This design comes from an exercise in tuning for small area and a short achievable clock period on the open sky130 flow, not from production work.

## ks_vandana_fp_div
module ks_vandana_fp_div(
	a1,
	b1,
	c,
	clk
);
	input wire [31:0] a1;
	input wire [31:0] b1;
	input wire clk;
	output wire [31:0] c;
	localparam integer KS = 3;
	function [2:0] q1sel;
		input [7:0] ab;
		begin
			case (ab)
			8'h00: q1sel = 3'd2;
			8'h01: q1sel = 3'd2;
			8'h02: q1sel = 3'd2;
			8'h03: q1sel = 3'd2;
			8'h04: q1sel = 3'd2;
			8'h05: q1sel = 3'd2;
			8'h06: q1sel = 3'd1;
			8'h07: q1sel = 3'd1;
			8'h08: q1sel = 3'd1;
			8'h09: q1sel = 3'd1;
			8'h0a: q1sel = 3'd1;
			8'h0b: q1sel = 3'd1;
			8'h0c: q1sel = 3'd1;
			8'h0d: q1sel = 3'd1;
			8'h0e: q1sel = 3'd1;
			8'h0f: q1sel = 3'd1;
			8'h10: q1sel = 3'd2;
			8'h11: q1sel = 3'd2;
			8'h12: q1sel = 3'd2;
			8'h13: q1sel = 3'd2;
			8'h14: q1sel = 3'd2;
			8'h15: q1sel = 3'd2;
			8'h16: q1sel = 3'd2;
			8'h17: q1sel = 3'd1;
			8'h18: q1sel = 3'd1;
			8'h19: q1sel = 3'd1;
			8'h1a: q1sel = 3'd1;
			8'h1b: q1sel = 3'd1;
			8'h1c: q1sel = 3'd1;
			8'h1d: q1sel = 3'd1;
			8'h1e: q1sel = 3'd1;
			8'h1f: q1sel = 3'd1;
			8'h20: q1sel = 3'd2;
			8'h21: q1sel = 3'd2;
			8'h22: q1sel = 3'd2;
			8'h23: q1sel = 3'd2;
			8'h24: q1sel = 3'd2;
			8'h25: q1sel = 3'd2;
			8'h26: q1sel = 3'd2;
			8'h27: q1sel = 3'd2;
			8'h28: q1sel = 3'd2;
			8'h29: q1sel = 3'd1;
			8'h2a: q1sel = 3'd1;
			8'h2b: q1sel = 3'd1;
			8'h2c: q1sel = 3'd1;
			8'h2d: q1sel = 3'd1;
			8'h2e: q1sel = 3'd1;
			8'h2f: q1sel = 3'd1;
			8'h30: q1sel = 3'd2;
			8'h31: q1sel = 3'd2;
			8'h32: q1sel = 3'd2;
			8'h33: q1sel = 3'd2;
			8'h34: q1sel = 3'd2;
			8'h35: q1sel = 3'd2;
			8'h36: q1sel = 3'd2;
			8'h37: q1sel = 3'd2;
			8'h38: q1sel = 3'd2;
			8'h39: q1sel = 3'd2;
			8'h3a: q1sel = 3'd1;
			8'h3b: q1sel = 3'd1;
			8'h3c: q1sel = 3'd1;
			8'h3d: q1sel = 3'd1;
			8'h3e: q1sel = 3'd1;
			8'h3f: q1sel = 3'd1;
			8'h40: q1sel = 3'd2;
			8'h41: q1sel = 3'd2;
			8'h42: q1sel = 3'd2;
			8'h43: q1sel = 3'd2;
			8'h44: q1sel = 3'd2;
			8'h45: q1sel = 3'd2;
			8'h46: q1sel = 3'd2;
			8'h47: q1sel = 3'd2;
			8'h48: q1sel = 3'd2;
  ...
For scale: roughly 2500 cells after synthesis, ~180 flip-flops, ~97 I/O pins, roughly 24000 um2 of cells after synthesis.
export LEC_CHECK = 0
export CAP_MARGIN = 20
export CORE_MARGIN = 2
export CORE_UTILIZATION = 40
export CTS_BUF_LIST = sky130_fd_sc_hd__clkbuf_8
export SLEW_MARGIN = 90
export SYNTH_HIERARCHICAL = 1
create_clock -name core_clock -period 120.0 [get_ports {clk}]
standard.sh (not shown) runs the stock make flow with config.mk's settings and CLKGATE_MAP_FILE= SYNTH_SCRIPT=/design/flow/synth_recipe.tcl, a recipe that flattens the netlist after the stock synthesis.
==> flow/flow/run.sh <==
#!/bin/bash
# The standard layout (standard.sh), with the input and output ports
# buffered by the two-drive buffer cell instead of the flow's default one.
# The full output of the flow goes to flow.log in this folder.
export BUFFER_PORTS_ARGS="-buffer_cell sky130_fd_sc_hd__buf_2"
bash standard.sh > flow.log 2>&1
The baseline never finished: it broke off in global routing.
==> next run, changes <==
--- a/flow/config.mk
+++ b/flow/config.mk
@@ -12 +12 @@
-export SLEW_MARGIN = 90
+export SLEW_MARGIN = 70
Effect: This time the run went through all stages and came out clean. Synthesized cell count stays the same. Synthesized area stays the same.
==> next run, changes <==
--- a/flow/config.mk
+++ b/flow/config.mk
@@ -12 +12,2 @@
-export SLEW_MARGIN = 70
+export GPL_TIMING_DRIVEN = 0
+export SLEW_MARGIN = 20
Result: Wire length grows by 13%. Clock skew shrinks by 0.0035 ns. Worst setup slack is worse by 4.3 ns. Utilization shrinks by 0.20 points. Non-clock buffer count grows by 178. First-iteration DRC count grows by 11%. Sequential share of layout area shrinks by 0.21 points. Die area stays the same.
==> next run, changes <==
--- a/flow/config.mk
+++ b/flow/config.mk
@@ -12 +11,0 @@
-export GPL_TIMING_DRIVEN = 0
Outcome: The new run passed the timing, design-rule and antenna checks; via count went down by 5.2%; global-route usage decreases by 3.2 points; clock-buffer cell count is unchanged.
No functional check of the RTL was part of any run of this note.

## port drivers added, routing unchanged
No port has a modelled driver above. Below, the same layouts with a new extraction and two added sets of constraints. Step 1 (the two cells are an assumption about what drives the block):
set clk [get_ports {clk}]
set_driving_cell -lib_cell sky130_fd_sc_hd__clkbuf_16 $clk
set_driving_cell -lib_cell sky130_fd_sc_hd__buf_2 [delete_from_list [all_inputs] $clk]
Step 2 also shifts input and output timing later by t, the mid clock arrival at the registers, as if the neighbouring blocks saw the same clock. Slacks: ideal / step 1 / step 2; pairs: ideal / step 1.
run	shift t [ns]	slack for setup (ns)	hold slack, ns	worst data-port slew with drivers (ns)	cell pins on the clock port's net
the second run	0.562	87.485 / 87.485 / 87.485	0.330 / 0.330 / 0.330	0.05	1
the third run	0.605	83.158 / 83.158 / 83.158	0.337 / 0.337 / 0.337	0.07	1
the fourth run	0.563	79.678 / 79.678 / 79.678	0.336 / 0.336 / 0.336	0.05	1
After both steps setup and hold are still met in every run listed.
